From an optimization exercise on the open Yosys and OpenROAD flow, aimed at small area, a short achievable clock period and few clock cycles; shortcuts taken in it are not production practice.
Function was checked by simulation only, so behaviour that the tests miss may differ from the original.
No activity file was given, so power comes from the tool's default toggle rates.

--- config.mk ---
export PLATFORM = sky130hd
export DESIGN_NAME = CPU_top
export DESIGN_NICKNAME = CPU_top
export VERILOG_FILES = /design/flow/design.v
export SDC_FILE = /design/flow/constraint.sdc
export NUM_CORES = 4
export LEC_CHECK = 0
export ABC_AREA = 1
export CAP_MARGIN = 20
export CORE_MARGIN = 2
export CORE_UTILIZATION = 40
export SETUP_SLACK_MARGIN = 3
export SLEW_MARGIN = 20
--- constraint.sdc ---
create_clock -name core_clock -period 10.5 [get_ports {clk}]
set_input_delay 2.1000 -clock core_clock [delete_from_list [all_inputs] [get_ports {clk}]]
set_output_delay 2.1000 -clock core_clock [all_outputs]
set_load 0.01 [all_outputs]
--- design.v ---
module StoreMask(
    input [1:0] f3,
    input [1:0] addr,
    input [31:0] data,
    output [3:0] mask,
    output [31:0] wdata
    );
    assign mask = f3[1] ? 4'b1111 :
                  f3[0] ? (addr[1] ? 4'b1100 : 4'b0011) :
                  (4'b0001 << addr);
    assign wdata = f3[1] ? data : f3[0] ? {2{data[15:0]}} : {4{data[7:0]}};
endmodule
module LoadMask(
    input [31:0] raw,
    input [1:0] addr,
    input [2:0] f3,
    output [31:0] data
    );
    wire [15:0] half = addr[1] ? raw[31:16] : raw[15:0];
    wire [7:0]  bt = addr[0] ? half[15:8] : half[7:0];
    assign data = f3[1] ? raw :
                  f3[0] ? {{16{half[15] & ~f3[2]}}, half} :
                          {{24{bt[7] & ~f3[2]}}, bt};
endmodule
module RegFile(
    input clk,
    input [4:0] ra1,
    input [4:0] ra2,
    input [4:0] ra3,
    input we,
    input [4:0] wa,
    input [31:0] wd,
    output [31:0] rd1,
    output [31:0] rd2,
    output [31:0] rd3
    );
    reg [31:0] regs [1:31];
    always @(posedge clk) begin
        if (we)
            regs[wa] <= wd;
    end
    wire [31:1] sel1, sel2, sel3;
    wire [31:0] t1 [0:31];
    wire [31:0] t2 [0:31];
    wire [31:0] t3 [0:31];
    assign t1[0] = 32'd0;
    assign t2[0] = 32'd0;
    assign t3[0] = 32'd0;
    genvar i;
    generate
        for (i = 1; i < 32; i = i + 1) begin : rd
            assign sel1[i] = ra1 == i;
            assign sel2[i] = ra2 == i;
            assign sel3[i] = ra3 == i;
            assign t1[i] = t1[i-1] | ({32{sel1[i]}} & regs[i]);
            assign t2[i] = t2[i-1] | ({32{sel2[i]}} & regs[i]);
            assign t3[i] = t3[i-1] | ({32{sel3[i]}} & regs[i]);
        end
    endgenerate
    assign rd1 = t1[31];
    assign rd2 = t2[31];
    assign rd3 = t3[31];
endmodule
module ALU(
    input [31:0] a,
    input [31:0] b,
    input [31:0] link,
    input sub,
    input sra,
    input s_add, s_slt, s_sltu, s_xor, s_or, s_and, s_sll, s_sr, s_link,
    output [31:0] res
    );
    wire [31:0] sum;
    wire co;
    assign {co, sum} = {1'b0, a} + {1'b0, b ^ {32{sub}}} + {32'd0, sub};
    wire ltu = ~co;
    wire lt  = (a[31] ^ b[31]) ? a[31] : sum[31];
    wire [31:0] sll = a << b[4:0];
    wire [31:0] sr  = $signed({sra & a[31], a}) >>> b[4:0];
    assign res = ({32{s_add}} & sum) |
                 ({32{s_slt}} & {31'd0, lt}) |
                 ({32{s_sltu}} & {31'd0, ltu}) |
                 ({32{s_xor}} & (a ^ b)) |
                 ({32{s_or}} & (a | b)) |
                 ({32{s_and}} & (a & b)) |
                 ({32{s_sll}} & sll) |
                 ({32{s_sr}} & sr) |
                 ({32{s_link}} & link);
endmodule
module BranchUnit(
    input [31:0] a,
    input [31:0] b,
    input k_eq,
    input k_lt,
    input k_ltu,
    output cond
    );
    wire eq = a == b;
    wire ltu = a < b;
    wire lt  = $signed(a) < $signed(b);
    assign cond = (k_eq & eq) | (k_lt & lt) | (k_ltu & ltu);
endmodule
module CPU_top(
    input clk,
    input reset,
    output [29:0] imem_waddr,
    input [31:0] imem_rdata,
    output dmem_en,
    output [3:0] dmem_we,
    output [29:0] dmem_waddr,
    output [31:0] dmem_wdata,
    input [31:0] dmem_rdata,
    input [4:0] dbg_addr,
    output [31:0] dbg_data
    );
    reg  [29:0] pc_d;       
    wire [31:0] ins = imem_rdata;
    wire [4:0] op  = ins[6:2];
    wire [2:0] f3  = ins[14:12];
    wire [4:0] rd  = ins[11:7];
    wire [4:0] rs1 = ins[19:15];
    wire [4:0] rs2 = ins[24:20];
    wire is_lui   = op == 5'b01101;
    wire is_auipc = op == 5'b00101;
    wire is_jal   = op == 5'b11011;
    wire is_jalr  = op == 5'b11001;
    wire is_br    = op == 5'b11000;
    wire is_load  = op == 5'b00000;
    wire is_store = op == 5'b01000;
    wire is_opi   = op == 5'b00100;
    wire is_op    = op == 5'b01100;
    wire use1 = is_jalr | is_br | is_load | is_store | is_opi | is_op;
    wire use2 = is_br | is_store | is_op;
    wire wr   = (is_lui | is_auipc | is_jal | is_jalr | is_load | is_opi | is_op) & (rd != 5'd0);
    wire early1 = is_jalr | is_br | is_load | is_store;
    wire early2 = is_br | is_store;
    reg        e_we, e_load, e_store, e_br, e_jalr;
    reg  [4:0] e_rd;
    reg        m_we, m_load;
    reg  [4:0] m_rd;
    wire m1e = rs1 == e_rd, m2e = rs2 == e_rd;
    wire m1m = rs1 == m_rd, m2m = rs2 == m_rd;
    wire e_ldw = e_we & e_load;
    wire stall = e_ldw & ((early1 & m1e) | (early2 & m2e));
    wire redirect;
    wire [29:0] rtarget;
    wire [31:0] rf1, rf2;
    wire [31:0] wdata;
    RegFile RF (
        .clk(clk),
        .ra1(rs1), .ra2(rs2), .ra3(dbg_addr),
        .we(m_we), .wa(m_rd), .wd(wdata),
        .rd1(rf1), .rd2(rf2), .rd3(dbg_data)
    );
    wire [31:0] r1 = (m_we & m1m) ? wdata : rf1;
    wire [31:0] r2 = (m_we & m2m) ? wdata : rf2;
    wire [31:0] imm_i = {{20{ins[31]}}, ins[31:20]};
    wire [31:0] imm_s = {{20{ins[31]}}, ins[31:25], ins[11:7]};
    wire [31:0] imm_u = {ins[31:12], 12'b0};
    wire [31:0] imm   = (is_lui | is_auipc) ? imm_u : is_store ? imm_s : imm_i;
    wire pred_b = is_br & ins[31];
    wire pred   = is_jal | pred_b;
    wire [10:0] boff = {ins[31], ins[7], ins[30:25], ins[11:9]};
    wire [10:0] blo;
    wire        bc;
    assign {bc, blo} = pc_d[10:0] + boff;
    wire [18:0] bhi_m1 = pc_d[29:11] - 19'd1;
    wire [29:0] btarget = {({19{bc}} & pc_d[29:11]) | ({19{~bc}} & bhi_m1), blo};
    wire [18:0] joff = {ins[31], ins[19:12], ins[20], ins[30:22]};
    wire [18:0] jlo;
    wire        jc;
    assign {jc, jlo} = pc_d[18:0] + joff;
    wire [10:0] jhi_p1 = pc_d[29:19] + 11'd1;
    wire [10:0] jhi_m1 = pc_d[29:19] - 11'd1;
    wire [29:0] jtarget = {({11{jc ^~ ins[31]}} & pc_d[29:19]) | ({11{jc & ~ins[31]}} & jhi_p1) |
                           ({11{~jc & ins[31]}} & jhi_m1), jlo};
    wire [29:0] pc_inc = pc_d + 30'd1;
    wire n_r = ~reset & redirect;
    wire n_s = ~reset & ~redirect & stall;
    wire n_b = ~reset & ~redirect & ~stall & pred_b;
    wire n_j = ~reset & ~redirect & is_jal;
    wire n_i = ~reset & ~redirect & ~stall & ~pred;
    wire [29:0] npc = ({30{n_r}} & rtarget) | ({30{n_s}} & pc_d) | ({30{n_b}} & btarget) |
                      ({30{n_j}} & jtarget) | ({30{n_i}} & pc_inc);
    assign imem_waddr = npc;
    always @(posedge clk or posedge reset) begin
        if (reset) pc_d <= 30'd0;
        else       pc_d <= npc;
    end
    wire alu_op = is_op | is_opi;
    wire sub_d  = (alu_op & (f3 == 3'b010 | f3 == 3'b011)) | (is_op & f3 == 3'b000 & ins[30]);
    reg [31:0] ea, eb, es;
    reg        e_sub, e_sra;
    reg        s_add, s_slt, s_sltu, s_xor, s_or, s_and, s_sll, s_sr, s_link;
    reg        k_eq, k_lt, k_ltu, k_inv;
    reg [1:0]  e_sz;
    reg        e_lu;
    reg        fa, fb, fs;
    wire mv = ~stall & ~redirect;
    always @(posedge clk or posedge reset) begin
        if (reset) begin
            e_we <= 1'b0; e_load <= 1'b0; e_store <= 1'b0; e_br <= 1'b0; e_jalr <= 1'b0;
        end else begin
            e_we    <= mv & wr;
            e_load  <= mv & is_load;
            e_store <= mv & is_store;
            e_br    <= mv & is_br;
            e_jalr  <= mv & is_jalr;
        end
    end
    always @(posedge clk) begin
        e_rd   <= rd;
        e_sz   <= f3[1:0];
        e_lu   <= f3[2];
        k_eq   <= ~f3[2];
        k_lt   <= f3[2] & ~f3[1];
        k_ltu  <= f3[2] & f3[1];
        k_inv  <= f3[0] ^ ins[31];
        e_sub  <= sub_d;
        e_sra  <= ins[30];
        s_add  <= alu_op ? f3 == 3'b000 : ~(is_jal | is_jalr);
        s_slt  <= alu_op & f3 == 3'b010;
        s_sltu <= alu_op & f3 == 3'b011;
        s_xor  <= alu_op & f3 == 3'b100;
        s_or   <= alu_op & f3 == 3'b110;
        s_and  <= alu_op & f3 == 3'b111;
        s_sll  <= alu_op & f3 == 3'b001;
        s_sr   <= alu_op & f3 == 3'b101;
        s_link <= is_jal | is_jalr;
        ea <= use1 ? r1 : is_auipc ? {pc_d, 2'b00} : 32'd0;
        eb <= (is_op | is_br) ? r2 : imm;
        es <= is_store ? r2 : (is_jal | is_jalr | pred_b) ? {pc_inc, 2'b00} : {btarget_fwd, 2'b00};
        fa <= use1 & e_we & m1e;
        fb <= (is_op | is_br) & e_we & m2e;
        fs <= is_store & e_we & m2e;
    end
    wire [18:0] fhi_p1 = pc_d[29:11] + 19'd1;
    wire [29:0] btarget_fwd = {bc ? fhi_p1 : pc_d[29:11], blo};
    reg  [31:0] m_res;
    wire [31:0] ae = fa ? m_res : ea;
    wire [31:0] be = fb ? m_res : eb;
    wire [31:0] se = fs ? m_res : es;
    wire [31:0] al = fa ? wdata : ea;
    wire [31:0] bl = fb ? wdata : eb;
    wire [31:0] res;
    ALU ALU0 (
        .a(al), .b(bl), .link(es), .sub(e_sub), .sra(e_sra),
        .s_add(s_add), .s_slt(s_slt), .s_sltu(s_sltu), .s_xor(s_xor), .s_or(s_or),
        .s_and(s_and), .s_sll(s_sll), .s_sr(s_sr), .s_link(s_link),
        .res(res)
    );
    wire [31:0] addr;
    assign addr = ae + eb;
    wire cond;
    BranchUnit BU (.a(ae), .b(be), .k_eq(k_eq), .k_lt(k_lt), .k_ltu(k_ltu), .cond(cond));
    assign redirect = e_jalr | (e_br & (cond ^ k_inv));
    assign rtarget  = e_jalr ? addr[31:2] : es[31:2];
    wire [3:0]  st_mask;
    wire [31:0] st_data;
    StoreMask SM (.f3(e_sz), .addr(addr[1:0]), .data(se), .mask(st_mask), .wdata(st_data));
    assign dmem_en    = e_load | e_store;
    assign dmem_we    = e_store ? st_mask : 4'd0;
    assign dmem_waddr = addr[31:2];
    assign dmem_wdata = st_data;
    reg [1:0]  m_sz;
    reg        m_lu;
    always @(posedge clk or posedge reset) begin
        if (reset) begin
            m_we <= 1'b0; m_load <= 1'b0;
        end else begin
            m_we   <= e_we;
            m_load <= e_load;
        end
    end
    always @(posedge clk) begin
        m_res <= res;
        m_rd  <= e_rd;
        m_sz  <= e_sz;
        m_lu  <= e_lu;
    end
    wire [31:0] ld_data;
    LoadMask LM (.raw(dmem_rdata), .addr(m_res[1:0]), .f3({m_lu, m_sz}), .data(ld_data));
    assign wdata = m_load ? ld_data : m_res;
endmodule
--- run.sh ---
#!/bin/bash
# synth_recipe.tcl (not shown) runs the flow's synth.tcl, then flattens the netlist and writes it again
# the make line also repeats each setting of config.mk as NAME=value (left out here)
make -C /OpenROAD-flow-scripts/flow DESIGN_CONFIG=/design/flow/config.mk WORK_HOME=/design/flow/orfs CLKGATE_MAP_FILE= SYNTH_SCRIPT=/design/flow/synth_recipe.tcl finish
==> results_dict.tcl, run 1 <==
set metrics [dict create \
    status "finished clean" \
    power_mw 13.4 \
    hold_end "m_lu" \
    final_cell_mix "nand2_1 (1629), inv_1 (1160), edfxtp_1 (992)" \
    start_util 0.402 \
    area_growth_pct 17.7 \
    p_int_mw 8.88 \
    cp_data_arrival_time_ns 5.63 \
    grt_overflow 0 \
    vias 79900 \
    critical_path.top_delay_family "buffers and inverters" \
    pwr-share-seq 0.418 \
    yosys_warnings 2 \
    syn_area_sq_mm 0.0727 \
    fin_crit_sh 0.737 \
    final_common_cell "nand2_1" \
    max_freq_ghz 0.129 \
    clkTransAtPathRegs_ns 0.06 \
    rows 156 \
    min_path_type "flop to flop" \
    clockBufferDepth 3 \
    final.fill_count 17500 \
    finalHoldViolCount 0 \
    grt_pass1_wl_um 601000 \
    syn_inst 8661 \
    worstSetupPathType "input pin to output pin" \
    rr_worst_depth 19 \
    die_w_um 430 \
    globalplace.congestion 1.08 \
    slew_viol_final 0 \
    pwr-share-clk 0.375 \
    syn_nets 8926 \
    synth_cell_types 72 \
    firstDrtPassIters 10 \
    die_y_um 430 \
    htreeDepth 4 \
    regToRegSetupSlack_ns 4.19 \
    ir_worst_vdd_mv 0.167 \
    cts_tree "done" \
    syn_area_per_cell_sq_um 8.40 \
    critPathMaxStageDelay_ns 0.65 \
    fin_skew_ns 0.0535 \
    drive_gt1_frac 0.106 \
    end_kind "output pin" \
    antenna_found_initial 60 \
    worst_pin_slew_ns 1.43 \
    leakagePower_nw 35.0 \
    numCtsBuffers 142 \
    max_cap_violations 0 \
    p_per_area_mw_per_mm2 156 \
    worstSetupStartpointType "input pin" \
    routedWlPerCell_um 39.5 \
    ys_seq_area_frac 0.467 \
    cts.sinks 1191 \
    ys_ff_latch 1191 \
    hp-start "e_lu" \
    setup_tns_ns 0 \
    cp_slowest_cell "clkdlybuf4s50_1" \
    critPathRequiredTime_ns 8.40 \
    clock_latency_ns 0.87 \
    grt_max_degree 70 \
    r2r-start "m_load" \
    crit_fanout 8 \
    dp_hpwl_um 328000 \
    final_cells 11500 \
    crit_chain "clkdlybuf4s50_1 -> inv_1 -> nor2_1 -> nand2_1 -> nor2_1 -> buf_4 -> inv_1 -> buf_4 -> o22ai_1 -> a21oi_1 -> o221ai_1 -> a21oi_1 -> o21ai_0 -> nor3_1 -> nand4_1 -> clkdlybuf4s50_1" \
    drt-initial-drc-count 16300 \
    synthArstFlopShare 0.0311 \
    grt_pass1_vias 71500 \
    ant_nets 0 \
    r2r_end "m_res[18]" \
    io_buffers 197 \
    setup_violations 0 \
    placed_cells 11100 \
    nets 9249 \
    grt_setup_unrepaired "yes" \
    synth_edf_count 992 \
    wl_um 455000 \
    grt_use_total 0.473 \
    dieArea_sq_mm 0.185 \
    finalCriticalPeriod_ns 7.73 \
    core_sq_mm 0.181 \
    cts-root-buf "clkbuf_16" \
    p_switching_mw 4.49 \
    combPwrFrac 0.207 \
    vias_per_cell 6.93 \
    hold_depth 0 \
    cp.buffers_inverters 6 \
    ys.flop_type "edfxtp_1" \
    max_slew_margin 0.0358 \
    swShare 0.336 \
    drc 0 \
    ios 200 \
]
## worst max path at each step
stage / startpoint / endpoint / slack, ns / depth (start not counted)
after floorplan: imem_rdata[26] / imem_waddr[25] / 3.89 / 16
after global placement: imem_rdata[26] / imem_waddr[26] / 1.81 / 16
after detailed placement: imem_rdata[26] / imem_waddr[26] / 1.80 / 16
after CTS: fa / imem_waddr[8] / 2.88 / 22
after global routing: dbg_addr[1] / dbg_data[5] / 2.82 / 16
final: dbg_addr[1] / dbg_data[5] / 2.77 / 16
## per-layer routing
metal / wire [um] / share of wire / up-vias / global-route usage
met5: 320 / 0.00070 / - / 0
met4: 38600 / 0.085 / 38 / 0.317
met3: 73100 / 0.16 / 1794 / 0.188
met2: 175000 / 0.38 / 7758 / 0.634
met1: 168000 / 0.37 / 38400 / 0.622
li1: - / - / 31900 / -
## state kept, by name, indices dropped and copies added (netlist names), 5 cells and up
register,count
RF.regs,992
e_rd,5
ea,32
eb,32
es,32
m_rd,5
m_res,32
pc_d,30
## power by group through the flow
stage          sequential, mW  clock [mW]  combinational [mW]
6_report                 5.59        5.01                2.77
5_1_grt                  5.58        5.16                2.82
4_1_cts                  5.57        4.98                2.60
3_5_place_dp             5.66           0                2.56
3_3_place_gp             5.67           0                2.56
2_1_floorplan            5.58           0                1.25
## final cells by class
cell class	count	area [sq um]	area share
multi-input cells	5799	33600	0.393
well taps	2370	2970	0.0346
clock inverters	80	762	0.00890
diodes	56	140	0.00164
inverters	1236	4750	0.0555
flip-flops and latches	1191	34000	0.397
repair buffers	612	5570	0.0650
clock buffers	184	3820	0.0446
repair inverters	2	15.0	0.000175
## synth_stat cells (all sizes together) (23+ instances only)
| cell | number | share of area |
|---|---|---|
| a2111oi | 76 | 0.0092 |
| o2111ai | 71 | 0.0085 |
| edfxtp | 992 | 0.41 |
| o221ai | 134 | 0.016 |
| nand4 | 159 | 0.014 |
| ha | 190 | 0.033 |
| o22ai | 629 | 0.054 |
| nand2 | 1669 | 0.087 |
| dfrtp | 37 | 0.013 |
| o211ai | 67 | 0.0070 |
| nand3 | 571 | 0.040 |
| clkbuf | 306 | 0.016 |
| clkinv | 23 | 0.0012 |
| a21oi | 464 | 0.033 |
| xor2 | 130 | 0.016 |
| nor4 | 77 | 0.0068 |
| a211oi | 56 | 0.0058 |
| nor2 | 516 | 0.027 |
| o21ai | 498 | 0.035 |
| dfxtp | 162 | 0.045 |
| nor3 | 79 | 0.0058 |
| buf | 130 | 0.0093 |
| a22oi | 36 | 0.0037 |
| a221oi | 214 | 0.026 |
| inv | 1213 | 0.063 |
## cell families (layout without fill, tap and decap cells)
family | Yosys count | after routing | synth area share
buffers and inverters | 1672 | 2114 | 0.0890
and+or+nand+nor | 3116 | 3117 | 0.184
AOI/OAI and AO/OA | 2332 | 2332 | 0.207
other | 0 | 56 | 0
xor gates and xnor gates | 147 | 147 | 0.0177
DFF | 1191 | 1191 | 0.467
muxes | 9 | 9 | 0.00124
adders and majority gates | 194 | 194 | 0.0338
## per-stage QoR
step                      worst slack [ns]  cell area, sq um  utilization  hold slack (ns)
final                                 2.77             85600        0.474            0.352
after global routing                  2.82             85500        0.473            0.355
after CTS                             2.88             84800        0.469            0.355
after detailed placement              1.80             78900        0.437            0.331
after global placement                1.81             78900        0.436            0.315
after floorplan                       3.89             72700            -            0.310
## repair_timing
item,4_1_cts,5_1_grt
pin swaps,18,22
endpoints found under the setup margin,63,60
setup buffers,49,26
gates cloned,7,1
hold buffers,0,0
gates resized for setup,292,120
Testbench counts, summed over its fixed seeds: cycles 104,565.
==> run 2: changes to the inputs <==
--- a/design.v
+++ b/design.v
@@ -76,6 +76,15 @@
     wire ltu = ~co;
     wire lt  = (a[31] ^ b[31]) ? a[31] : sum[31];
-    wire [31:0] sll = a << b[4:0];
-    wire [31:0] sr  = $signed({sra & a[31], a}) >>> b[4:0];
+    wire [31:0] ar, sr, srr;
+    genvar k;
+    generate
+        for (k = 0; k < 32; k = k + 1) begin : rv
+            assign ar[k]  = a[31-k];
+            assign srr[k] = sr[31-k];
+        end
+    endgenerate
+    wire [31:0] sin = s_sll ? ar : a;
+    assign sr = $signed({sra & a[31] & ~s_sll, sin}) >>> b[4:0];
+    wire [31:0] sll = srr;
     assign res = ({32{s_add}} & sum) |
                  ({32{s_slt}} & {31'd0, lt}) |
@@ -91,13 +100,11 @@
     input [31:0] a,
     input [31:0] b,
-    input k_eq,
-    input k_lt,
-    input k_ltu,
-    output cond
-    );
-    wire eq = a == b;
-    wire ltu = a < b;
-    wire lt  = $signed(a) < $signed(b);
-    assign cond = (k_eq & eq) | (k_lt & lt) | (k_ltu & ltu);
+    output eq,
+    output lt,
+    output ltu
+    );
+    assign eq  = a == b;
+    assign ltu = a < b;
+    assign lt  = $signed(a) < $signed(b);
 endmodule
 module CPU_top(
@@ -135,5 +142,5 @@
     wire early1 = is_jalr | is_br | is_load | is_store;
     wire early2 = is_br | is_store;
-    reg        e_we, e_load, e_store, e_br, e_jalr;
+    reg        e_we, e_load, e_store, e_br, e_jalr, e_jl;
     reg  [4:0] e_rd;
     reg        m_we, m_load;
@@ -159,28 +166,33 @@
     wire [31:0] imm_u = {ins[31:12], 12'b0};
     wire [31:0] imm   = (is_lui | is_auipc) ? imm_u : is_store ? imm_s : imm_i;
-    wire pred_b = is_br & ins[31];
-    wire pred   = is_jal | pred_b;
+    wire [18:0] hi    = pc_d[29:11];
+    wire [18:0] hi_p1 = pc_d[29:11] + 19'd1;
+    wire [18:0] hi_m1 = pc_d[29:11] - 19'd1;
     wire [10:0] boff = {ins[31], ins[7], ins[30:25], ins[11:9]};
     wire [10:0] blo;
     wire        bc;
     assign {bc, blo} = pc_d[10:0] + boff;
-    wire [18:0] bhi_m1 = pc_d[29:11] - 19'd1;
-    wire [29:0] btarget = {({19{bc}} & pc_d[29:11]) | ({19{~bc}} & bhi_m1), blo};
+    wire [29:0] btarget = {({19{bc}} & hi) | ({19{~bc}} & hi_m1), blo};
+    wire [29:0] btarget_fwd = {({19{bc}} & hi_p1) | ({19{~bc}} & hi), blo};
     wire [18:0] joff = {ins[31], ins[19:12], ins[20], ins[30:22]};
-    wire [18:0] jlo;
+    wire jshort = (ins[31] & (&ins[19:12])) | (~ins[31] & ~(|ins[19:12]));
+    wire [10:0] jlo;
     wire        jc;
-    assign {jc, jlo} = pc_d[18:0] + joff;
-    wire [10:0] jhi_p1 = pc_d[29:19] + 11'd1;
-    wire [10:0] jhi_m1 = pc_d[29:19] - 11'd1;
-    wire [29:0] jtarget = {({11{jc ^~ ins[31]}} & pc_d[29:19]) | ({11{jc & ~ins[31]}} & jhi_p1) |
-                           ({11{~jc & ins[31]}} & jhi_m1), jlo};
+    assign {jc, jlo} = pc_d[10:0] + joff[10:0];
+    wire [29:0] jtarget_s = {({19{jc ^~ ins[31]}} & hi) | ({19{jc & ~ins[31]}} & hi_p1) |
+                             ({19{~jc & ins[31]}} & hi_m1), jlo};
+    wire [29:0] jtarget = pc_d + {{11{ins[31]}}, joff};
+    wire pred_b = is_br & ins[31];
+    wire pred_j = is_jal & jshort;
+    wire pred   = pred_j | pred_b;
+    wire jlong  = is_jal & ~jshort;
     wire [29:0] pc_inc = pc_d + 30'd1;
     wire n_r = ~reset & redirect;
     wire n_s = ~reset & ~redirect & stall;
     wire n_b = ~reset & ~redirect & ~stall & pred_b;
-    wire n_j = ~reset & ~redirect & is_jal;
+    wire n_j = ~reset & ~redirect & pred_j;
     wire n_i = ~reset & ~redirect & ~stall & ~pred;
     wire [29:0] npc = ({30{n_r}} & rtarget) | ({30{n_s}} & pc_d) | ({30{n_b}} & btarget) |
-                      ({30{n_j}} & jtarget) | ({30{n_i}} & pc_inc);
+                      ({30{n_j}} & jtarget_s) | ({30{n_i}} & pc_inc);
     assign imem_waddr = npc;
     always @(posedge clk or posedge reset) begin
@@ -197,8 +209,11 @@
     reg        e_lu;
     reg        fa, fb, fs;
+    reg        f_ee, f_me, f_em;
+    wire fa_d = use1 & e_we & m1e;
+    wire fb_d = (is_op | is_br) & e_we & m2e;
     wire mv = ~stall & ~redirect;
     always @(posedge clk or posedge reset) begin
         if (reset) begin
-            e_we <= 1'b0; e_load <= 1'b0; e_store <= 1'b0; e_br <= 1'b0; e_jalr <= 1'b0;
+            e_we <= 1'b0; e_load <= 1'b0; e_store <= 1'b0; e_br <= 1'b0; e_jalr <= 1'b0; e_jl <= 1'b0;
         end else begin
             e_we    <= mv & wr;
@@ -207,4 +222,5 @@
             e_br    <= mv & is_br;
             e_jalr  <= mv & is_jalr;
+            e_jl    <= mv & jlong;
         end
     end
@@ -219,5 +235,5 @@
         e_sub  <= sub_d;
         e_sra  <= ins[30];
-        s_add  <= alu_op ? f3 == 3'b000 : ~(is_jal | is_jalr);
+        s_add  <= alu_op ? f3 == 3'b000 : ~(pred_j | is_jalr);
         s_slt  <= alu_op & f3 == 3'b010;
         s_sltu <= alu_op & f3 == 3'b011;
@@ -227,17 +243,16 @@
         s_sll  <= alu_op & f3 == 3'b001;
         s_sr   <= alu_op & f3 == 3'b101;
-        s_link <= is_jal | is_jalr;
-        ea <= use1 ? r1 : is_auipc ? {pc_d, 2'b00} : 32'd0;
-        eb <= (is_op | is_br) ? r2 : imm;
-        es <= is_store ? r2 : (is_jal | is_jalr | pred_b) ? {pc_inc, 2'b00} : {btarget_fwd, 2'b00};
-        fa <= use1 & e_we & m1e;
-        fb <= (is_op | is_br) & e_we & m2e;
+        s_link <= pred_j | is_jalr;
+        ea <= use1 ? r1 : (is_auipc | jlong) ? {pc_d, 2'b00} : 32'd0;
+        eb <= (is_op | is_br) ? r2 : jlong ? 32'd4 : imm;
+        es <= is_store ? r2 : (pred_j | is_jalr | pred_b) ? {pc_inc, 2'b00} : jlong ? {jtarget, 2'b00} : {btarget_fwd, 2'b00};
+        f_ee <= ~fa_d & ~fb_d;
+        f_me <= fa_d & ~fb_d;
+        f_em <= ~fa_d & fb_d;
+        fa <= fa_d;
+        fb <= fb_d;
         fs <= is_store & e_we & m2e;
     end
-    wire [18:0] fhi_p1 = pc_d[29:11] + 19'd1;
-    wire [29:0] btarget_fwd = {bc ? fhi_p1 : pc_d[29:11], blo};
     reg  [31:0] m_res;
-    wire [31:0] ae = fa ? m_res : ea;
-    wire [31:0] be = fb ? m_res : eb;
     wire [31:0] se = fs ? m_res : es;
     wire [31:0] al = fa ? wdata : ea;
@@ -250,9 +265,16 @@
         .res(res)
     );
-    wire [31:0] addr;
-    assign addr = ae + eb;
-    wire cond;
-    BranchUnit BU (.a(ae), .b(be), .k_eq(k_eq), .k_lt(k_lt), .k_ltu(k_ltu), .cond(cond));
-    assign redirect = e_jalr | (e_br & (cond ^ k_inv));
+    wire [31:0] addr_e = ea + eb;
+    wire [31:0] addr_m = m_res + eb;
+    wire [31:0] addr = fa ? addr_m : addr_e;
+    wire eq_ee, lt_ee, ltu_ee, eq_me, lt_me, ltu_me, eq_em, lt_em, ltu_em;
+    BranchUnit c_ee (.a(ea), .b(eb), .eq(eq_ee), .lt(lt_ee), .ltu(ltu_ee));
+    BranchUnit c_me (.a(m_res), .b(eb), .eq(eq_me), .lt(lt_me), .ltu(ltu_me));
+    BranchUnit c_em (.a(ea), .b(m_res), .eq(eq_em), .lt(lt_em), .ltu(ltu_em));
+    wire eq  = (f_ee & eq_ee) | (f_me & eq_me) | (f_em & eq_em) | (fa & fb);
+    wire lt  = (f_ee & lt_ee) | (f_me & lt_me) | (f_em & lt_em);
+    wire ltu = (f_ee & ltu_ee) | (f_me & ltu_me) | (f_em & ltu_em);
+    wire cond = (k_eq & eq) | (k_lt & lt) | (k_ltu & ltu);
+    assign redirect = e_jalr | e_jl | (e_br & (cond ^ k_inv));
     assign rtarget  = e_jalr ? addr[31:2] : es[31:2];
     wire [3:0]  st_mask;
==> flow/run.sh (new file) <==
#!/bin/bash
set -euo pipefail
export BUFFER_PORTS_ARGS="-buffer_cell sky130_fd_sc_hd__buf_4"
bash standard.sh > standard.log 2>&1
==> standard.sh (new file) <==
#!/bin/bash
# synth_recipe.tcl (not shown) runs the flow's synth.tcl, then flattens the netlist and writes it again
# the make line also repeats each setting of config.mk as NAME=value (left out here)
make -C /OpenROAD-flow-scripts/flow DESIGN_CONFIG=/design/flow/config.mk WORK_HOME=/design/flow/orfs CLKGATE_MAP_FILE= SYNTH_SCRIPT=/design/flow/synth_recipe.tcl "${@:-finish}"
--- a/config.mk
+++ b/config.mk
@@ -10,4 +10,4 @@
 export CORE_MARGIN = 2
 export CORE_UTILIZATION = 40
-export SETUP_SLACK_MARGIN = 3
+export SETUP_SLACK_MARGIN = 4
 export SLEW_MARGIN = 20
removed: run.sh
==> results_dict.tcl, run 2 <==
set metrics [dict create \
    largest_reg_flops 992 \
    syn_inst 8736 \
    die_w_um 434 \
    fin_util 0.496 \
    worst_pin_slew_ns 1.70 \
    grt_pass1_vias 73800 \
    leakagePower_nw 36.8 \
    ys_seq_area_frac 0.460 \
    ys.flop_type "edfxtp_1" \
    yosys-top-cells-count "nand2_1 (1608), inv_1 (1167), edfxtp_1 (992)" \
    synthArstFlopShare 0.0318 \
    grt_setup_unrepaired "yes" \
    final_cells 11900 \
    syn_area_sq_mm 0.0740 \
    finalCriticalPeriod_ns 7.15 \
    slew_viol_final 3 \
    globalplace.congestion 1.13 \
    yosysTopAreaCell "edfxtp_1" \
    pwr-share-seq 0.398 \
    drt-initial-drc-count 14900 \
    p_switching_mw 4.97 \
    clkTransAtPathRegs_ns 0.07 \
    use_met1 0.570 \
    crit_path_frequent_cell "buf_12" \
    setup_violations 0 \
    antenna_found_initial 73 \
    critPathMaxStageDelay_ns 0.92 \
    max_freq_ghz 0.140 \
    crit_end "dbg_data[17]" \
    worstSetupPathType "input pin to output pin" \
    ios 200 \
    hold_ws_ns 0.336 \
    status "finished with violations" \
    combPwrFrac 0.228 \
    rr_worst_depth 18 \
    r2r-start "m_sz[1]" \
    die_y_um 434 \
    io_buffers 197 \
    dp_hpwl_um 349000 \
    max_cap_violations 2 \
    p_per_area_mw_per_mm2 157 \
    firstDrtPassIters 17 \
    cp_slowest_cell "nor4_4" \
    syn_nets 9072 \
    rows 157 \
    worstSetupStartpointType "input pin" \
    swShare 0.348 \
    cp_data_arrival_time_ns 5.05 \
    busiest_layer "met2" \
    dieArea_sq_mm 0.189 \
    ant_nets 0 \
    final_cell_mix "nand2_1 (1557), inv_1 (1118), edfxtp_1 (992)" \
    routedWlPerCell_um 42.7 \
    critPathRequiredTime_ns 8.40 \
    htreeDepth 4 \
    clockBufferDepth 3 \
    synth_edf_count 992 \
    grt_overflow 0 \
    clock_latency_ns 0.87 \
    synth_most_common_cell "nand2_1" \
    synth_top_area_frac 0.402 \
    met3_usage 0.226 \
    final_common_cell "nand2_1" \
    numCtsBuffers 145 \
    start_util 0.403 \
    grt_use_total 0.519 \
    cts_tree "done" \
    grt_max_degree 65 \
    cts.sinks 1195 \
    fin_skew_ns 0.0758 \
    core_sq_mm 0.183 \
    final.fill_count 17700 \
    cp-startpoint "dbg_addr[4]" \
    vias_per_cell 6.97 \
    ys_ff_latch 1195 \
    top_register "RF.regs" \
    ir_worst_vdd_mv 0.156 \
    syn_area_per_cell_sq_um 8.47 \
    fin_ws_ns 3.35 \
    drc 0 \
    r2r_end "m_res[25]" \
    max_slew_margin -0.139 \
    use_met2 0.739 \
    wl_um 506000 \
    p_int_mw 9.32 \
    vias 82700 \
    synth_cell_types 74 \
    fin_crit_sh 0.681 \
    cts-root-buf "clkbuf_16" \
    drive_gt1_frac 0.175 \
    crit_chain "buf_16 -> buf_4 -> buf_12 -> nor2_2 -> buf_12 -> clkinvlp_4 -> buf_12 -> o21ai_0 -> nor4_4 -> nand4_1 -> buf_4" \
    synthTopCellsByArea "edfxtp_1 (40%), nand2_1 (8.2%), inv_1 (5.9%), o22ai_1 (4.8%), dfxtp_1 (4.5%)" \
    crit_fanout 9 \
    pre_cts_ws_ns 2.17 \
    yosys_warnings 2 \
    min_path_type "flop to flop" \
    grt_pass1_wl_um 657000 \
    setup_tns_ns 0 \
    finalHoldViolCount 0 \
    placed_cells 11300 \
    failed_checks "max-capacitance violations, max-slew violations" \
    pwr-share-clk 0.374 \
    regToRegSetupSlack_ns 4.33 \
    end_kind "output pin" \
    area_growth_pct 22.9 \
    nets 9576 \
]
-- run 2: per-stage QoR --
| step | area, sq um | power (mW) |
|---|---|---|
| finish | 91000 | 14.3 |
| global route | 90900 | 14.4 |
| CTS | 88200 | 13.9 |
| detailed placement | 79900 | 8.60 |
| global placement | 79900 | 8.59 |
| floorplan | 74000 | 6.96 |
-- run 2: area by class of cell --
| class | instances | area (sq um) | share of cell area |
|---|---|---|---|
| antenna | 42 | 105 | 0.00116 |
| clock buffer | 169 | 3800 | 0.0418 |
| clock inverter | 90 | 1090 | 0.0120 |
| inverter | 1236 | 4800 | 0.0528 |
| multi-input combinational | 5873 | 36500 | 0.401 |
| sequential | 1195 | 34100 | 0.375 |
| tap | 2464 | 3080 | 0.0339 |
| timing repair buffer | 787 | 7430 | 0.0817 |
| timing repair inverter | 2 | 13.8 | 0.000151 |
-- run 2: worst max-delay path: cells and delay by family --
| kind | cells | cell delay, ns |
|---|---|---|
| and+or+nand+nor | 3 | 1.48 |
| buffers and inverters | 7 | 1.22 |
| AOI/OAI and AO/OA | 1 | 0.16 |
-- run 2: cells by family (layout without fill, tap and decap cells) --
family / count (synthesis) / after routing / synth area share
compound gates: 2392 / 2392 / 0.211
fa+ha+maj: 265 / 265 / 0.0452
buf+inv: 1669 / 2284 / 0.0872
flops: 1195 / 1195 / 0.460
xor+xnor: 145 / 145 / 0.0172
other cells: 0 / 42 / 0
mux: 1 / 1 / 0.000135
simple gates: 3069 / 3070 / 0.180
-- run 2: metal layers --
metal | vias to the layer above | wire length, um
li1 | 32700 | -
met4 | 54 | 65000
met3 | 2657 | 72800
met1 | 39500 | 164000
met5 | - | 565
met2 | 7740 | 204000
-- run 2: what timing repair did --
action                     4_1_cts  5_1_grt
pin swaps                       74      159
cloned                          14        9
buffers inserted               118      103
setup endpoints to repair       86       72
resized for setup              468      311
hold buffers                     0        0
-- run 2: power groups by stage --
stage / logic [mW] / registers, mW / clock network, mW
global placement: 2.82 / 5.77 / 0
CTS: 2.95 / 5.67 / 5.29
finish: 3.26 / 5.69 / 5.34
floorplan: 1.34 / 5.62 / 0
detailed placement: 2.84 / 5.77 / 0
global route: 3.30 / 5.68 / 5.47
-- run 2: how the worst min path moves through the flow --
| stage | startpoint | cells past startpoint | end |
|---|---|---|---|
| floorplan | e_lu | 0 | m_lu |
| global placement | e_lu | 0 | m_lu |
| detailed placement | e_lu | 0 | m_lu |
| CTS | e_lu | 0 | m_lu |
| global route | e_lu | 0 | m_lu |
| finish | e_lu | 0 | m_lu |
Testbench counts of run 2, summed over its fixed seeds: cycles 104,565.
==> run 3: changes to the inputs <==
--- a/design.v
+++ b/design.v
@@ -55,10 +55,23 @@
             assign t1[i] = t1[i-1] | ({32{sel1[i]}} & regs[i]);
             assign t2[i] = t2[i-1] | ({32{sel2[i]}} & regs[i]);
-            assign t3[i] = t3[i-1] | ({32{sel3[i]}} & regs[i]);
         end
     endgenerate
     assign rd1 = t1[31];
     assign rd2 = t2[31];
-    assign rd3 = t3[31];
+    wire [31:0] r [0:31];
+    assign r[0] = 32'd0;
+    wire [31:0] grp [0:7];
+    wire [31:0] acc [0:8];
+    assign acc[0] = 32'd0;
+    generate
+        for (i = 1; i < 32; i = i + 1) begin : rr
+            assign r[i] = regs[i];
+        end
+        for (i = 0; i < 8; i = i + 1) begin : gp
+            assign grp[i] = ra3[1] ? (ra3[0] ? r[4*i+3] : r[4*i+2]) : (ra3[0] ? r[4*i+1] : r[4*i]);
+            assign acc[i+1] = acc[i] | ({32{ra3[4:2] == i}} & grp[i]);
+        end
+    endgenerate
+    assign rd3 = acc[8];
 endmodule
 module ALU(
@@ -104,7 +117,8 @@
     output ltu
     );
+    wire [32:0] d = {1'b0, a} + {1'b0, ~b} + 33'd1;
     assign eq  = a == b;
-    assign ltu = a < b;
-    assign lt  = $signed(a) < $signed(b);
+    assign ltu = ~d[32];
+    assign lt  = (a[31] ^ b[31]) ? a[31] : ltu;
 endmodule
 module CPU_top(
@@ -166,22 +180,27 @@
     wire [31:0] imm_u = {ins[31:12], 12'b0};
     wire [31:0] imm   = (is_lui | is_auipc) ? imm_u : is_store ? imm_s : imm_i;
-    wire [18:0] hi    = pc_d[29:11];
-    wire [18:0] hi_p1 = pc_d[29:11] + 19'd1;
-    wire [18:0] hi_m1 = pc_d[29:11] - 19'd1;
+    wire [22:0] hi    = pc_d[29:7];
+    wire [22:0] hi_p1 = pc_d[29:7] + 23'd1;
+    wire [22:0] hi_m1 = pc_d[29:7] - 23'd1;
+    wire [22:0] up_c1_s1 = hi,    up_c1_s0 = hi_p1;
+    wire [22:0] up_c0_s1 = hi_m1, up_c0_s0 = hi;
     wire [10:0] boff = {ins[31], ins[7], ins[30:25], ins[11:9]};
-    wire [10:0] blo;
+    wire bshort = &boff[10:6];                      
+    wire [6:0]  blo;
     wire        bc;
-    assign {bc, blo} = pc_d[10:0] + boff;
-    wire [29:0] btarget = {({19{bc}} & hi) | ({19{~bc}} & hi_m1), blo};
-    wire [29:0] btarget_fwd = {({19{bc}} & hi_p1) | ({19{~bc}} & hi), blo};
+    assign {bc, blo} = pc_d[6:0] + boff[6:0];
+    wire [22:0] bup = ({23{bc}} & up_c1_s1) | ({23{~bc}} & up_c0_s1);
+    wire [29:0] btarget = {bup, blo};
+    wire [29:0] btarget_full = pc_d + {{19{boff[10]}}, boff};
     wire [18:0] joff = {ins[31], ins[19:12], ins[20], ins[30:22]};
-    wire jshort = (ins[31] & (&ins[19:12])) | (~ins[31] & ~(|ins[19:12]));
-    wire [10:0] jlo;
+    wire jshort = (ins[31] & (&joff[17:6])) | (~ins[31] & ~(|joff[17:6]));
+    wire [6:0]  jlo;
     wire        jc;
-    assign {jc, jlo} = pc_d[10:0] + joff[10:0];
-    wire [29:0] jtarget_s = {({19{jc ^~ ins[31]}} & hi) | ({19{jc & ~ins[31]}} & hi_p1) |
-                             ({19{~jc & ins[31]}} & hi_m1), jlo};
-    wire [29:0] jtarget = pc_d + {{11{ins[31]}}, joff};
-    wire pred_b = is_br & ins[31];
+    assign {jc, jlo} = pc_d[6:0] + joff[6:0];
+    wire [22:0] jup1 = ({23{ins[31]}} & up_c1_s1) | ({23{~ins[31]}} & up_c1_s0);
+    wire [22:0] jup0 = ({23{ins[31]}} & up_c0_s1) | ({23{~ins[31]}} & up_c0_s0);
+    wire [22:0] jup  = ({23{jc}} & jup1) | ({23{~jc}} & jup0);
+    wire [29:0] jtarget_s = {jup, jlo};
+    wire pred_b = is_br & bshort;
     wire pred_j = is_jal & jshort;
     wire pred   = pred_j | pred_b;
@@ -232,8 +251,8 @@
         k_lt   <= f3[2] & ~f3[1];
         k_ltu  <= f3[2] & f3[1];
-        k_inv  <= f3[0] ^ ins[31];
+        k_inv  <= f3[0] ^ bshort;
         e_sub  <= sub_d;
         e_sra  <= ins[30];
-        s_add  <= alu_op ? f3 == 3'b000 : ~(pred_j | is_jalr);
+        s_add  <= alu_op ? f3 == 3'b000 : ~(is_jal | is_jalr);
         s_slt  <= alu_op & f3 == 3'b010;
         s_sltu <= alu_op & f3 == 3'b011;
@@ -243,8 +262,8 @@
         s_sll  <= alu_op & f3 == 3'b001;
         s_sr   <= alu_op & f3 == 3'b101;
-        s_link <= pred_j | is_jalr;
+        s_link <= is_jal | is_jalr;
         ea <= use1 ? r1 : (is_auipc | jlong) ? {pc_d, 2'b00} : 32'd0;
-        eb <= (is_op | is_br) ? r2 : jlong ? 32'd4 : imm;
-        es <= is_store ? r2 : (pred_j | is_jalr | pred_b) ? {pc_inc, 2'b00} : jlong ? {jtarget, 2'b00} : {btarget_fwd, 2'b00};
+        eb <= (is_op | is_br) ? r2 : jlong ? {{11{ins[31]}}, joff, 2'b00} : imm;
+        es <= is_store ? r2 : (is_jal | is_jalr | pred_b) ? {pc_inc, 2'b00} : {btarget_full, 2'b00};
         f_ee <= ~fa_d & ~fb_d;
         f_me <= fa_d & ~fb_d;
@@ -277,5 +296,5 @@
     wire cond = (k_eq & eq) | (k_lt & lt) | (k_ltu & ltu);
     assign redirect = e_jalr | e_jl | (e_br & (cond ^ k_inv));
-    assign rtarget  = e_jalr ? addr[31:2] : es[31:2];
+    assign rtarget  = (e_jalr | e_jl) ? addr[31:2] : es[31:2];
     wire [3:0]  st_mask;
     wire [31:0] st_data;
--- a/config.mk
+++ b/config.mk
@@ -10,4 +10,6 @@
 export CORE_MARGIN = 2
 export CORE_UTILIZATION = 40
+export CTS_CLUSTER_DIAMETER = 80
+export CTS_CLUSTER_SIZE = 18
 export SETUP_SLACK_MARGIN = 4
 export SLEW_MARGIN = 20
==> results_dict.tcl, run 3 <==
set metrics [dict create \
    slew_viol_final 0 \
    synth_top_area_frac 0.391 \
    firstDrtPassIters 10 \
    yosysTopAreaCell "edfxtp_1" \
    drc 0 \
    finalCriticalPeriod_ns 6.77 \
    hold_end "m_lu" \
    final_cell_mix "nand2_1 (1630), inv_1 (1094), o21ai_0 (1029)" \
    dieArea_sq_mm 0.194 \
    grt_use_total 0.447 \
    synth_most_common_cell "nand2_1" \
    vias 82200 \
    final_common_cell "nand2_1" \
    regToRegSetupSlack_ns 4.46 \
    yosys-top-cells-count "nand2_1 (1667), inv_1 (1122), o21ai_0 (1076)" \
    hold_depth 0 \
    numCtsBuffers 97 \
    grt_setup_unrepaired "yes" \
    area_growth_pct 15.8 \
    cts_tree "done" \
    fin_util 0.465 \
    hp-start "e_lu" \
    io_buffers 197 \
    ys.flop_type "edfxtp_1" \
    finalHoldViolCount 0 \
    syn_area_per_cell_sq_um 8.09 \
    top_register "RF.regs" \
    clkTransAtPathRegs_ns 0.08 \
    nets 9936 \
    worstSetupPathType "input pin to flop" \
    core_sq_mm 0.190 \
    synthArstFlopShare 0.0318 \
    clockBufferDepth 3 \
    grt_pass1_vias 74500 \
    rows 160 \
    synth_edf_count 992 \
    yosys_warnings 2 \
    ant_nets 0 \
    syn_nets 9755 \
    r2r-start "m_res[0]" \
    drive_gt1_frac 0.122 \
    clock_latency_ns 0.84 \
    r2r_end "m_res[17]" \
    setup_violations 0 \
    fin_skew_ns 0.0874 \
    ir_worst_vdd_mv 0.146 \
    multi_input_area_sq_mm 0.0375 \
    final.fill_count 18400 \
    ys_ff_latch 1195 \
    layout.area.seq_sq_mm 0.0341 \
    vias_per_cell 6.74 \
    die_y_um 441 \
    cts-root-buf "clkbuf_16" \
    power_mw 13.0 \
    largest_reg_flops 992 \
    placed_cells 11900 \
    wl_um 451000 \
    leakagePower_nw 35.6 \
    status "finished clean" \
    grt_pass1_wl_um 600000 \
    dp_hpwl_um 298000 \
    syn_inst 9423 \
    synthTopCellsByArea "edfxtp_1 (39%), nand2_1 (8.2%), o21ai_0 (7.1%), a21oi_1 (5.7%), inv_1 (5.5%)" \
    routedWlPerCell_um 37.0 \
    max_freq_ghz 0.148 \
    final_cells 12200 \
    synth_cell_types 66 \
    die_w_um 441 \
    cp_data_arrival_time_ns 7.44 \
    cp_slowest_cell "nand3_1" \
    crit_fanout 25 \
    worstSetupStartpointType "input pin" \
    antenna_found_initial 41 \
    critPathRequiredTime_ns 11.16 \
    end_kind "flop" \
    globalplace.congestion 1.08 \
    syn_area_sq_mm 0.0763 \
    fin_crit_sh 0.645 \
    ys_seq_area_frac 0.446 \
    cts.sinks 1195 \
    max_slew_margin 0.0429 \
    drt-initial-drc-count 14500 \
    htreeDepth 3 \
    crit_chain "buf_16 -> inv_1 -> nand3_1 -> inv_2 -> a221oi_1 -> nand3_1 -> nor4_1 -> nand4_1 -> o21ai_0 -> o21ai_0" \
    ios 200 \
    start_util 0.402 \
    worst_pin_slew_ns 1.42 \
    hold_ws_ns 0.346 \
    grt_overflow 0 \
    min_path_type "flop to flop" \
    critPathMaxStageDelay_ns 0.98 \
    grt_max_degree 80 \
    p_per_area_mw_per_mm2 147 \
    max_cap_violations 0 \
    rr_worst_depth 24 \
    setup_tns_ns 0 \
]
[run 3: cell types whose count changed in the layout (fill, tap and decap cells not counted), sizes merged, moves of 30 or more]
cell and delta:
o221ai -90, buf -176, inv -50, clkinv -30, a21oi +450, clkbuf -73, o22ai -212, a2111oi -73
o21ai +537, nand2 +49
[run 3: cell families (layout without fill, tap and decap cells)]
group | count (synthesis) | count (layout) | share of synthesized area
AND/OR/NAND/NOR | 3095 | 3097 | 0.173
flip-flops | 1195 | 1195 | 0.446
adder cells (fa/ha/maj) | 261 | 261 | 0.0432
other | 0 | 19 | 0
XOR/XNOR | 167 | 167 | 0.0192
AO/OA/AOI/OAI | 2984 | 2985 | 0.230
multiplexers | 20 | 20 | 0.00263
buffers and inverters | 1701 | 1941 | 0.0851
[run 3: repair_timing]
item	4_1_cts	5_1_grt
pin swaps	30	70
resized for setup	220	231
hold buffers	0	0
cloned	29	5
setup buffers	38	48
setup endpoints to repair	90	53
[run 3: through the flow]
stage	setup WS [ns]	instance area [sq um]
2_1_floorplan	4.16	76300
3_3_place_gp	2.60	81600
3_5_place_dp	2.64	81600
4_1_cts	3.88	86900
5_1_grt	3.95	88300
6_report	3.73	88300
[run 3: how the worst max path moves through the flow]
stage,cells after the start,endpoint,start
after floorplan,7,imem_waddr[18],reset
after global routing,10,dbg_data[12],dbg_addr[0]
after CTS,19,imem_waddr[26],fa
after detailed placement,11,dbg_data[0],dbg_addr[0]
final,10,eb[4],imem_rdata[24]
after global placement,8,dbg_data[25],dbg_addr[1]
[run 3: critical path: cells and delay by family]
family                 cells  cell delay (ns)
AND/OR/NAND/NOR            4             3.08
buffers and inverters      3             1.20
AO/OA/AOI/OAI              3             0.97
[run 3: final cells by class]
cell class / count / share of cell area
diodes: 19 / 0.000538
clock buffers: 106 / 0.0281
clock inverters: 55 / 0.00891
inverters: 1165 / 0.0509
multi-input cells: 6530 / 0.424
flip-flops and latches: 1195 / 0.386
well taps: 2511 / 0.0356
repair buffers: 609 / 0.0646
repair inverters: 6 / 0.000581
[run 3: power by group]
group | total (mW) | switching, mW | internal, mW
combinational | 3.32 | 2.44 | 0.874
sequential | 5.67 | 0.200 | 5.47
clock | 3.99 | 2.07 | 1.92
total | 13.0 | 4.71 | 8.26
[run 3: per-layer routing]
metal | GRT usage | share of wire | vias to the layer above | wire length (um)
met5 | 0.00620 | 0.00060 | - | 271
met3 | 0.143 | 0.14 | 1972 | 62600
li1 | - | - | 34000 | -
met4 | 0.411 | 0.12 | 14 | 52800
met2 | 0.651 | 0.41 | 7320 | 185000
met1 | 0.522 | 0.33 | 39000 | 150000
Testbench counts of run 3, summed over its fixed seeds: cycles 104,565.
==> run 4: changes to the inputs <==
--- a/design.v
+++ b/design.v
@@ -206,5 +206,5 @@
     wire pred   = pred_j | pred_b;
     wire jlong  = is_jal & ~jshort;
-    wire [29:0] pc_inc = pc_d + 30'd1;
+    wire [29:0] pc_inc = {(&pc_d[6:0]) ? hi_p1 : hi, pc_d[6:0] + 7'd1};
     wire n_r = ~reset & redirect;
     wire n_s = ~reset & ~redirect & stall;
@@ -228,7 +228,8 @@
     reg        e_lu;
     reg        fa, fb, fs;
-    reg        f_ee, f_me, f_em;
+    reg        f_ee, f_me, k_lts, k_ltus;
     wire fa_d = use1 & e_we & m1e;
     wire fb_d = (is_op | is_br) & e_we & m2e;
+    wire swap = is_br & fb_d & ~fa_d;
     wire mv = ~stall & ~redirect;
     always @(posedge clk or posedge reset) begin
@@ -249,6 +250,8 @@
         e_lu   <= f3[2];
         k_eq   <= ~f3[2];
-        k_lt   <= f3[2] & ~f3[1];
-        k_ltu  <= f3[2] & f3[1];
+        k_lt   <= f3[2] & ~f3[1] & ~swap;
+        k_ltu  <= f3[2] & f3[1] & ~swap;
+        k_lts  <= f3[2] & ~f3[1] & swap;
+        k_ltus <= f3[2] & f3[1] & swap;
         k_inv  <= f3[0] ^ bshort;
         e_sub  <= sub_d;
@@ -264,9 +267,8 @@
         s_link <= is_jal | is_jalr;
         ea <= use1 ? r1 : (is_auipc | jlong) ? {pc_d, 2'b00} : 32'd0;
-        eb <= (is_op | is_br) ? r2 : jlong ? {{11{ins[31]}}, joff, 2'b00} : imm;
+        eb <= is_op ? r2 : is_br ? (swap ? r1 : r2) : jlong ? {{11{ins[31]}}, joff, 2'b00} : imm;
         es <= is_store ? r2 : (is_jal | is_jalr | pred_b) ? {pc_inc, 2'b00} : {btarget_full, 2'b00};
         f_ee <= ~fa_d & ~fb_d;
-        f_me <= fa_d & ~fb_d;
-        f_em <= ~fa_d & fb_d;
+        f_me <= fa_d ^ fb_d;
         fa <= fa_d;
         fb <= fb_d;
@@ -287,12 +289,12 @@
     wire [31:0] addr_m = m_res + eb;
     wire [31:0] addr = fa ? addr_m : addr_e;
-    wire eq_ee, lt_ee, ltu_ee, eq_me, lt_me, ltu_me, eq_em, lt_em, ltu_em;
+    wire eq_ee, lt_ee, ltu_ee, eq_me, lt_me, ltu_me;
     BranchUnit c_ee (.a(ea), .b(eb), .eq(eq_ee), .lt(lt_ee), .ltu(ltu_ee));
     BranchUnit c_me (.a(m_res), .b(eb), .eq(eq_me), .lt(lt_me), .ltu(ltu_me));
-    BranchUnit c_em (.a(ea), .b(m_res), .eq(eq_em), .lt(lt_em), .ltu(ltu_em));
-    wire eq  = (f_ee & eq_ee) | (f_me & eq_me) | (f_em & eq_em) | (fa & fb);
-    wire lt  = (f_ee & lt_ee) | (f_me & lt_me) | (f_em & lt_em);
-    wire ltu = (f_ee & ltu_ee) | (f_me & ltu_me) | (f_em & ltu_em);
-    wire cond = (k_eq & eq) | (k_lt & lt) | (k_ltu & ltu);
+    wire eq  = (f_ee & eq_ee) | (f_me & eq_me) | (fa & fb);
+    wire lt  = (f_ee & lt_ee) | (f_me & lt_me);
+    wire ltu = (f_ee & ltu_ee) | (f_me & ltu_me);
+    wire cond = (k_eq & eq) | (k_lt & lt) | (k_ltu & ltu) |
+                (k_lts & ~lt & ~eq) | (k_ltus & ~ltu & ~eq);
     assign redirect = e_jalr | e_jl | (e_br & (cond ^ k_inv));
     assign rtarget  = (e_jalr | e_jl) ? addr[31:2] : es[31:2];
--- a/config.mk
+++ b/config.mk
@@ -7,5 +7,5 @@
 export LEC_CHECK = 0
 export ABC_AREA = 1
-export CAP_MARGIN = 20
+export CAP_MARGIN = 30
 export CORE_MARGIN = 2
 export CORE_UTILIZATION = 40
@@ -13,3 +13,3 @@
 export CTS_CLUSTER_SIZE = 18
 export SETUP_SLACK_MARGIN = 4
-export SLEW_MARGIN = 20
+export SLEW_MARGIN = 30
==> results_dict.tcl, run 4 <==
set metrics [dict create \
    area_growth_pct 14.7 \
    r2r-start "m_load" \
    vias 82300 \
    largest_reg_flops 992 \
    leakagePower_nw 35.2 \
    rows 160 \
    end_kind "output pin" \
    grt_setup_unrepaired "yes" \
    die_w_um 440 \
    max_cap_violations 0 \
    die_y_um 440 \
    ir_worst_vdd_mv 0.150 \
    status "finished clean" \
    crit_path_frequent_cell "buf_4" \
    globalplace.congestion 1.06 \
    cp-startpoint "dbg_addr[2]" \
    yosys_warnings 2 \
    core_sq_mm 0.190 \
    grt_max_degree 79 \
    ios 200 \
    synthMuxAreaShare 0.00145 \
    ys_seq_area_frac 0.447 \
    synthXorXnorAreaFrac 0.0159 \
    ant_nets 0 \
    fin_crit_sh 0.631 \
    clockBufferDepth 3 \
    io_buffers 197 \
    setup_tns_ns 0 \
    ys_ff_latch 1196 \
    nets 9866 \
    grt_pass1_wl_um 592000 \
    crit_fanout 32 \
    synthArstFlopShare 0.0318 \
    cts_tree "done" \
    syn_inst 9459 \
    drt-initial-drc-count 14500 \
    max_slew_margin 0.163 \
    worstSetupStartpointType "input pin" \
    p_per_area_mw_per_mm2 145 \
    yosys.area_share.simple 0.179 \
    numCtsBuffers 94 \
    clkTransAtPathRegs_ns 0.07 \
    firstDrtPassIters 13 \
    antenna_found_initial 39 \
    ys.flop_type "edfxtp_1" \
    syn_area_per_cell_sq_um 8.05 \
    drc 0 \
    synthTopCellsByArea "edfxtp_1 (39%), nand2_1 (8.6%), o21ai_0 (7.2%), inv_1 (5.5%), a21oi_1 (5.3%)" \
    yosysTopAreaCell "edfxtp_1" \
    hp-start "e_load" \
    yosys-top-cells-count "nand2_1 (1740), inv_1 (1114), o21ai_0 (1103)" \
    setup_violations 0 \
    worstSetupPathType "input pin to output pin" \
    top_register "RF.regs" \
    finalCriticalPeriod_ns 6.63 \
    dieArea_sq_mm 0.194 \
    grt_overflow 0 \
    cts_hold_buf 0 \
    synth_edf_count 992 \
    syn_area_sq_mm 0.0761 \
    worst_pin_slew_ns 1.26 \
    vias_per_cell 6.77 \
    synth_top_area_frac 0.391 \
    final.fill_count 18400 \
    syn_nets 9760 \
    hold_ws_ns 0.383 \
    synth_adder_area_share 0.0382 \
    cts-root-buf "clkbuf_16" \
    synth_cell_types 66 \
    drive_gt1_frac 0.112 \
    synth_most_common_cell "nand2_1" \
    cp_data_arrival_time_ns 4.53 \
    min_path_type "flop to flop" \
    crit_chain "buf_4 -> clkinvlp_4 -> nor3_2 -> buf_4 -> nand2_1 -> nand3_4 -> a221oi_2 -> nand4_1 -> buf_4" \
    slew_viol_final 0 \
    routedWlPerCell_um 36.3 \
    finalHoldViolCount 0 \
    fin_skew_ns 0.114 \
    synth-compound-area-share 0.230 \
    wl_um 442000 \
    final_common_cell "nand2_1" \
    grt_use_total 0.437 \
    start_util 0.402 \
    cp_slowest_cell "buf_4" \
    grt_pass1_vias 74400 \
    cts.sinks 1196 \
    synth_top_family_by_area "compound AO/OA/AOI/OAI gates" \
    critPathRequiredTime_ns 8.40 \
    max_freq_ghz 0.151 \
    final_cell_mix "nand2_1 (1708), inv_1 (1088), o21ai_0 (1063)" \
    dp_hpwl_um 296000 \
    layout.area.seq_sq_mm 0.0341 \
    critPathMaxStageDelay_ns 0.77 \
    clock_latency_ns 0.82 \
    multi_input_area_sq_mm 0.0370 \
    htreeDepth 3 \
]
-- run 4: changes by cell type in the layout (fill, tap and decap cells not counted), sizes merged, moves of 21 or more --
cell	change
nand2	+79
a221oi	-25
ha	-31
a21oi	-71
buf	-53
xor2	-23
o21ai	+39
a2111oi	+21
nand3	+37
-- run 4: worst max-delay path: cells and delay by family --
kind	cells	cell delay [ns]
and+or+nand+nor	4	1.05
buffers and inverters	4	1.29
AOI/OAI and AO/OA	1	0.05
-- run 4: power breakdown --
group	switching [mW]	internal [mW]	total, mW
registers	0.186	5.47	5.65
logic	2.32	0.813	3.13
clock network	2.03	1.85	3.87
total	4.53	8.13	12.7
-- run 4: worst paths after layout --
kind / end / slack (ns) / cells past startpoint
setup reg to reg: m_res[26] / 4.39 / 24
setup / recovery: dbg_data[3] / 3.87 / 9
max in group asynchronous: pc_d[28] / 8.26 / 3
hold reg to reg: m_load / 0.38 / 0
min in group asynchronous: e_we / 1.38 / 2
hold / removal: m_load / 0.38 / 0
-- run 4: layout make-up --
class	count	share of cell area
repair inverters	7	0.000645
inverters	1165	0.0516
repair buffers	564	0.0620
multi-input cells	6537	0.423
flip-flops and latches	1196	0.390
clock buffers	113	0.0288
diodes	24	0.000688
clock inverters	47	0.00675
well taps	2511	0.0360
-- run 4: repair_timing --
item | in CTS | in global routing
pin swaps | 21 | 30
cloned | 27 | 10
gates resized for setup | 175 | 167
hold endpoints to repair | 0 | 0
endpoints found under the setup margin | 95 | 60
setup buffers | 25 | 24
-- run 4: cells by family (layout without fill, tap and decap cells) --
kind of cell | Yosys count | in the layout
adder cells (fa/ha/maj) | 230 | 230
XOR/XNOR | 138 | 138
AO/OA/AOI/OAI | 2963 | 2963
multiplexers | 11 | 11
flip-flops | 1196 | 1196
AND/OR/NAND/NOR | 3195 | 3195
buffers and inverters | 1726 | 1896
other | 0 | 24
-- run 4: per-stage QoR --
step | worst slack [ns] | instance area [sq um] | util | power (mW) | instances
finish | 3.87 | 87300 | 0.461 | 12.7 | 12200
CTS | 3.94 | 86100 | 0.454 | 12.4 | 12100
global placement | 2.71 | 81100 | 0.428 | 8.50 | 11900
global route | 3.90 | 87300 | 0.460 | 12.9 | 12200
detailed placement | 2.99 | 81300 | 0.429 | 8.53 | 11900
floorplan | 4.22 | 76100 | - | 7.09 | 9459
-- run 4: routing by layer --
metal  routed length, um  track usage  vias up
met2              177000        0.621     7609
met1              151000        0.522    38700
met4               46200        0.359       24
met5                 667       0.0199        -
li1                    -            -    33900
met3               67000        0.165     2111
Testbench counts of run 4, summed over its fixed seeds: cycles 104,565.

what the ideal ports hide:
In the flow no input, the clock included, has a driving cell. The finished layouts below were timed again as built, in two steps. Step 1 (the two cells are an assumption about what drives the block):
set clk [get_ports {clk}]
set_driving_cell -lib_cell sky130_fd_sc_hd__clkbuf_16 $clk
set_driving_cell -lib_cell sky130_fd_sc_hd__buf_2 [delete_from_list [all_inputs] $clk]
Step 2 also shifts input and output timing later by t, the mid clock arrival at the registers, as if the neighbouring blocks saw the same clock. a / b / c = ideal ports / drivers / drivers and shift; a / b = the first two.
run	shift t [ns]	setup WS [ns]	clock arrival spread, ns
run 1	0.932	2.767 / 2.540 / 2.540	0.056 / 0.056
run 2	0.927	3.351 / 3.266 / 2.947	0.077 / 0.077
run 3	0.891	3.726 / 3.551 / 2.818	0.087 / 0.088
run 4	0.853	3.872 / 3.695 / 3.106	0.115 / 0.115
For run 3, which loses most, drivers alone change the setup slack by -0.175 ns; drivers and shift together by -0.908 ns.
